From an optimization exercise on the open Yosys and OpenROAD flow, aimed at small area; shortcuts taken in it are not production practice.
Function was checked by simulation only, so behaviour that the tests miss may differ from the original.
The clock port is modelled as an ideal driver, which makes a skipped or thinned clock tree look cheaper than it is; a real chip needs a root buffer or a tree.
Power figures rest on the tool's default switching activity, not on a simulated workload.

==> flow/design.v <==
module FIFO #(parameter MEMROY_SIZE = 8, parameter UNIT_SIZE = 8) (
    input clk, n_rst, push, pop,
    input [UNIT_SIZE - 1:0] data_in,
    output valid, buff_full,
    output [UNIT_SIZE - 1:0] data_out);
    reg [UNIT_SIZE-1:0] mem [0:7];
    reg [3:0] cm;
    wire can_push;
    integer i;
    assign valid     = ~cm[3];
    assign buff_full = ~cm[3] & (&cm[2:0]);
    assign can_push  = push & (pop ? valid : ~buff_full);
    assign data_out  = mem[cm[2:0]];
    always @(posedge clk) begin
        if (can_push) begin
            mem[0] <= data_in;
            for (i = 1; i < 8; i = i + 1) mem[i] <= mem[i-1];
        end
    end
    wire inc = push & ~pop & ~buff_full;
    wire dec = pop & ~push & valid;
    wire [3:0] t;
    assign t[0] = inc | dec;
    assign t[1] = inc & cm[0] | dec & ~cm[0];
    assign t[2] = inc & (&cm[1:0]) | dec & ~(|cm[1:0]);
    assign t[3] = inc & (&cm[2:0]) | dec & ~(|cm[2:0]);
    always @(posedge clk) begin
        if (~n_rst) cm <= 4'b1111;
        else        cm <= cm ^ t;
    end
endmodule
module UART_RX(
    input clk, sample_tick, push_slot, n_rst, rx,
    output [7:0] data,
    output push
);
    localparam [7:0] IDLE = 8'hB0;
    reg [7:0] r;
    reg [7:0] buff;
    reg [3:0] avg;
    wire [3:0] ph   = r[7:4];
    wire       last = &r[3:0];
    wire       idle = ph[3] & ph[1];
    always @(posedge clk) begin
        if (~n_rst)           r <= IDLE;
        else if (sample_tick) r <= idle ? (rx ? IDLE : 8'h00) : r + 8'd1;
    end
    always @(posedge clk) begin
        if (sample_tick) avg <= last ? 4'd0 : avg + {3'd0, rx};
    end
    always @(posedge clk) begin
        if (sample_tick & last & ~(ph[3] & ph[0])) buff <= {avg[3], buff[7:1]};
    end
    assign data = buff;
    assign push = push_slot & idle & ~ph[0];
endmodule
module UART_TX (
    input clk, send_tick, n_rst, valid,
    input [7:0] data,
    output tx, pop);
    localparam [3:0] IDLE = 4'd0, POP = 4'd1, WAIT = 4'd2, START = 4'd3, STOP = 4'd4;
    reg [3:0] s;
    reg [7:0] d;
    always @(posedge clk) begin
        if (~n_rst)              s <= IDLE;
        else if (s == IDLE)      begin if (valid) s <= POP; end
        else if (s == POP)       s <= WAIT;
        else if (send_tick)      s <= (s == START) ? 4'd8 : (s == 4'd15) ? STOP : (s == STOP) ? IDLE : s + 4'd1;
    end
    always @(posedge clk) begin
        if (s == POP) d <= data;
    end
    assign pop = (s == POP);
    assign tx  = s[3] ? d[s[2:0]] : (s != START);
endmodule
module UART_TOP #(
    parameter RX_BUFFER_SIZE = 8,
    parameter TX_BUFFER_SIZE = 8,
    parameter CLK_FRQ        = 27000000,
    parameter UART_BOUAD     = 115200)
(
    input clk,
    input n_rst,
    input rx,
    input [7:0] data_in,
    input data_in_sync,
    input data_out_sync,
    output tx,
    output [7:0] data_out,
    output full_out,
    output valid_out,
    output full_in);
    reg [7:0] c;
    always @(posedge clk) begin
        if (~n_rst) c <= 8'd0;
        else        c <= c + 8'd1;
    end
    wire sample_tick = (c[3:0] == 4'd7);
    wire send_tick   = (c == 8'h7f);
    wire push_slot   = (c[3:0] == 4'd9);
    wire [7:0] data_from_rx, data_to_tx;
    wire rx_push, tx_pop, tx_valid;
    FIFO #(RX_BUFFER_SIZE, 8) rx_buffer (.clk(clk), .n_rst(n_rst),
        .push(rx_push), .pop(data_out_sync), .data_in(data_from_rx),
        .data_out(data_out), .valid(valid_out), .buff_full(full_out));
    FIFO #(TX_BUFFER_SIZE, 8) tx_buffer (.clk(clk), .n_rst(n_rst),
        .push(data_in_sync), .pop(tx_pop), .data_in(data_in),
        .data_out(data_to_tx), .valid(tx_valid), .buff_full(full_in));
    UART_TX tx_module (.clk(clk), .send_tick(send_tick), .n_rst(n_rst),
        .valid(tx_valid), .data(data_to_tx), .tx(tx), .pop(tx_pop));
    UART_RX rx_module (.clk(clk), .sample_tick(sample_tick), .push_slot(push_slot),
        .n_rst(n_rst), .rx(rx), .data(data_from_rx), .push(rx_push));
endmodule
clock: 10.0 ns
lec_check: 0
cap_margin: 10
core_margin: 2
core_utilization: 65
slew_margin: 10
standard.sh (not shown) runs the stock make flow with config.mk's settings and CLKGATE_MAP_FILE= SYNTH_SCRIPT=/design/flow/synth_recipe.tcl, a recipe that flattens the netlist after the stock synthesis.
==> flow/flow/run.sh <==
#!/bin/bash
# Layout flow: the standard flow (standard.sh) with
#  - synthesis re-run with flow/synth.tcl once per ABC script in flow/abc/
#    (variants of Yosys's default liberty mapping, one with &deepsyn
#    first; no adder cell mapping);
#    the netlist with the smallest cell area is kept. Each netlist's
#    registers are checked to be the same instances and cell types as the
#    standard synthesis gives; if none passes, the standard one is used;
#  - port buffers of the smallest buffer cell;
#  - clock tree: after the standard CTS step has built its tree,
#    flow/post_cts.tcl (the POST_CTS_TCL hook of ORFS's cts.tcl) replaces
#    it by a root buffer and 4x4 leaf buffers over groups of registers.
# Each tool run's output goes to a log_*.txt file here.
set -euo pipefail
HERE=$PWD
RES=$HERE/orfs/results/sky130hd/UART_TOP/base
REP=$HERE/orfs/reports/sky130hd/UART_TOP/base

regs() { grep -oE '^\s*sky130_fd_sc_hd__(e?df|sdf|dl)[a-z0-9_]*\s+\S+' "$1" | sed 's/^\s*//' | sort; }
clean_synth() { rm -f $RES/1_2_yosys.v $RES/1_2_yosys.sdc $RES/1_synth.odb $RES/1_synth.sdc; }

# 1. the standard synthesis, kept for the register check
bash standard.sh synth > log_synth_standard.txt 2>&1
cp $RES/1_2_yosys.v standard_1_2_yosys.v
regs standard_1_2_yosys.v > regs_standard.txt

# 2. own synthesis, one run per ABC script
sed -e "s#SYNTH_SCRIPT=[^ ]*#SYNTH_SCRIPT=$HERE/flow/synth.tcl ADDER_MAP_FILE=#" standard.sh > own.sh
best=""
best_area=""
for s in $HERE/flow/abc/*.script; do
  n=$(basename $s .script)
  clean_synth
  if OWN_ABC_SCRIPT=$s bash own.sh synth > log_synth_own_$n.txt 2>&1 && [ -f $RES/1_2_yosys.v ]; then
    regs $RES/1_2_yosys.v > regs_own_$n.txt
    if cmp -s regs_standard.txt regs_own_$n.txt; then
      a=$(grep 'Chip area' $REP/synth_stat.txt | awk '{print $NF}')
      echo "$n $a" >> synth_areas.txt
      if [ -z "$best" ] || awk -v a=$a -v b=$best_area 'BEGIN{exit !(a<b)}'; then
        best=$s; best_area=$a
      fi
    else
      echo "$n registers differ from the standard synthesis" >> synth_areas.txt
    fi
  else
    echo "$n failed" >> synth_areas.txt
  fi
done
clean_synth
if [ -n "$best" ]; then
  echo "using $best ($best_area)" >> synth_areas.txt
  export OWN_ABC_SCRIPT=$best
  bash own.sh synth > log_synth_own.txt 2>&1
else
  echo "using the standard synthesis" >> synth_areas.txt
  cp standard.sh own.sh
  bash own.sh synth > log_synth_own.txt 2>&1
fi

# 3. the rest of the standard flow
export CTS_ARGS="-sink_clustering_enable -repair_clock_nets -dont_use_dummy_load -buf_list sky130_fd_sc_hd__clkbuf_8"
export BUFFER_PORTS_ARGS="-buffer_cell sky130_fd_sc_hd__buf_1"
export POST_CTS_TCL=$HERE/flow/post_cts.tcl
export OWN_CTS_KX=4 OWN_CTS_KY=4
export OWN_CTS_ROOT=sky130_fd_sc_hd__clkbuf_8 OWN_CTS_LEAF=sky130_fd_sc_hd__clkbuf_4
bash own.sh finish > log_finish.txt 2>&1
==> flow/flow/abc/a7.script <==
strash; &get -n; &fraig -x; &put; scorr; dc2; dretime; strash; &get -n; &deepsyn -I 20 -J 50; &put; strash; &get -n; &dch -f; &nf -R 1000; &put; strash; dc2; strash; &get -n; &dch -f; &nf -R 1000; &put
==> flow/flow/post_cts.tcl <==
# Replaces the H-tree from clock_tree_synthesis by a two-level tree:
# the clock port drives one root buffer, which drives KX*KY leaf buffers,
# each driving the clock pins of one group of registers (grouped by
# position: KX columns, each cut into KY rows). Then the new buffers are
# legalized and hold is repaired as in the standard CTS step.
proc own_clock_tree { kx ky rootname leafname } {
  set block [ord::get_db_block]
  set db [ord::get_db]
  set rootm [$db findMaster $rootname]
  set leafm [$db findMaster $leafname]
  set clknet [[$block findBTerm clk] getNet]

  # registers' clock pins, reached from the port through the CTS buffers
  set sinks {}
  set bufs {}
  set todo [list $clknet]
  while { [llength $todo] } {
    set n [lindex $todo 0]
    set todo [lrange $todo 1 end]
    foreach it [$n getITerms] {
      if { ![$it isInputSignal] } { continue }
      set inst [$it getInst]
      if { [string match "sky130_fd_sc_hd__clkbuf_*" [[$inst getMaster] getName]] } {
        lappend bufs $inst
        foreach o [$inst getITerms] {
          if { [$o isOutputSignal] && [$o getNet] != "NULL" } { lappend todo [$o getNet] }
        }
      } else {
        lappend sinks $it
      }
    }
  }
  puts "own_clock_tree: [llength $sinks] clock pins, replacing [llength $bufs] buffers"

  set oldnets {}
  foreach inst $bufs {
    foreach o [$inst getITerms] {
      set n [$o getNet]
      if { $n != "NULL" && [$o isOutputSignal] } { lappend oldnets $n }
      $o disconnect
    }
    odb::dbInst_destroy $inst
  }
  foreach it $sinks { $it disconnect }
  foreach n $oldnets { odb::dbNet_destroy $n }

  set pts {}
  set sx 0
  set sy 0
  foreach it $sinks {
    set b [[$it getInst] getBBox]
    set x [expr { ([$b xMin] + [$b xMax]) / 2 }]
    set y [expr { ([$b yMin] + [$b yMax]) / 2 }]
    incr sx $x
    incr sy $y
    lappend pts [list $x $y $it]
  }
  set n [llength $pts]

  set root [odb::dbInst_create $block $rootm "clkbuf_own_root"]
  set rootnet [odb::dbNet_create $block "clknet_own_root"]
  $rootnet setSigType CLOCK
  [$root findITerm A] connect $clknet
  [$root findITerm X] connect $rootnet
  $root setLocation [expr { $sx / $n }] [expr { $sy / $n }]
  $root setPlacementStatus PLACED

  set pts [lsort -integer -index 0 $pts]
  set k 0
  for { set i 0 } { $i < $kx } { incr i } {
    set col [lsort -integer -index 1 \
      [lrange $pts [expr { $i * $n / $kx }] [expr { ($i + 1) * $n / $kx - 1 }]]]
    set m [llength $col]
    for { set j 0 } { $j < $ky } { incr j } {
      set grp [lrange $col [expr { $j * $m / $ky }] [expr { ($j + 1) * $m / $ky - 1 }]]
      set gx 0
      set gy 0
      foreach p $grp {
        incr gx [lindex $p 0]
        incr gy [lindex $p 1]
      }
      set leaf [odb::dbInst_create $block $leafm "clkbuf_own_$k"]
      set net [odb::dbNet_create $block "clknet_own_$k"]
      $net setSigType CLOCK
      [$leaf findITerm A] connect $rootnet
      [$leaf findITerm X] connect $net
      foreach p $grp { [lindex $p 2] connect $net }
      $leaf setLocation [expr { $gx / [llength $grp] }] [expr { $gy / [llength $grp] }]
      $leaf setPlacementStatus PLACED
      incr k
    }
  }
}

own_clock_tree $::env(OWN_CTS_KX) $::env(OWN_CTS_KY) $::env(OWN_CTS_ROOT) $::env(OWN_CTS_LEAF)
detailed_placement
set_propagated_clock [all_clocks]
estimate_parasitics -placement
repair_timing_helper
detailed_placement
check_placement -verbose
report_clock_skew
Other scripts of this flow, unchanged in this note and not shown: flow/flow/abc/a1.script, flow/flow/abc/a2.script, flow/flow/abc/a3.script, flow/flow/abc/a4.script, flow/flow/abc/a5.script, flow/flow/abc/a6.script, flow/flow/synth.tcl
Change:
--- a/flow/flow/run.sh
+++ b/flow/flow/run.sh
@@ -3,4 +3,3 @@
 #  - synthesis re-run with flow/synth.tcl once per ABC script in flow/abc/
-#    (variants of Yosys's default liberty mapping, one with &deepsyn
-#    first; no adder cell mapping);
+#    (variants of Yosys's default liberty mapping, no adder cell mapping);
 #    the netlist with the smallest cell area is kept. Each netlist's
@@ -11,3 +10,3 @@
 #    flow/post_cts.tcl (the POST_CTS_TCL hook of ORFS's cts.tcl) replaces
-#    it by a root buffer and 4x4 leaf buffers over groups of registers.
+#    it by a root buffer and 5x4 leaf buffers over groups of registers.
 # Each tool run's output goes to a log_*.txt file here.
@@ -63,3 +62,3 @@
 export POST_CTS_TCL=$HERE/flow/post_cts.tcl
-export OWN_CTS_KX=4 OWN_CTS_KY=4
+export OWN_CTS_KX=5 OWN_CTS_KY=4
 export OWN_CTS_ROOT=sky130_fd_sc_hd__clkbuf_8 OWN_CTS_LEAF=sky130_fd_sc_hd__clkbuf_4
--- a/flow/config.mk
+++ b/flow/config.mk
@@ -7,5 +7,5 @@
 export LEC_CHECK = 0
-export CAP_MARGIN = 10
+export CAP_MARGIN = 20
 export CORE_MARGIN = 2
 export CORE_UTILIZATION = 65
-export SLEW_MARGIN = 10
+export SLEW_MARGIN = 20
removed: flow/flow/abc/a7.script
After rerunning:
- The changed run produced a clean layout
- total power went up by 2.4%
- cell count rises by 1.0%
- via count rose by 2.5%
- worst setup slack is better by 40 ps
- cell area rose by 1.1%
- die area goes up by 0.76%
- sequential cell count is unchanged
- worst hold slack is better by 6.8 ps
No run of this note takes its clock network from TritonCTS; it comes from the design's own scripts or RTL.

[static timing again, ports no longer ideal]
Ports are ideal in the flow. The routed layouts listed here were re-timed in OpenROAD. Step 1 (the two cells are an assumption about what drives the block):
set clk [get_ports {clk}]
set_driving_cell -lib_cell sky130_fd_sc_hd__clkbuf_16 $clk
set_driving_cell -lib_cell sky130_fd_sc_hd__buf_2 [delete_from_list [all_inputs] $clk]
Step 2, shift: input delay + t, output delay - t, t = (earliest + latest rising clock arrival at the registers) / 2. This alone moves slack from input paths to output paths. a / b / c = no drivers / after step 1 / after step 2; a / b = the first two.
run | shift t [ns] | setup WS [ns] | worst setup path after step 2 | worst register clock-pin slew, ns
the first run | 0.467 | 5.720 / 5.686 / 5.757 | input to register | 0.11 / 0.11
the second run | 0.492 | 5.761 / 5.726 / 6.141 | input to register | 0.10 / 0.10
After both steps every run listed still meets setup and hold.
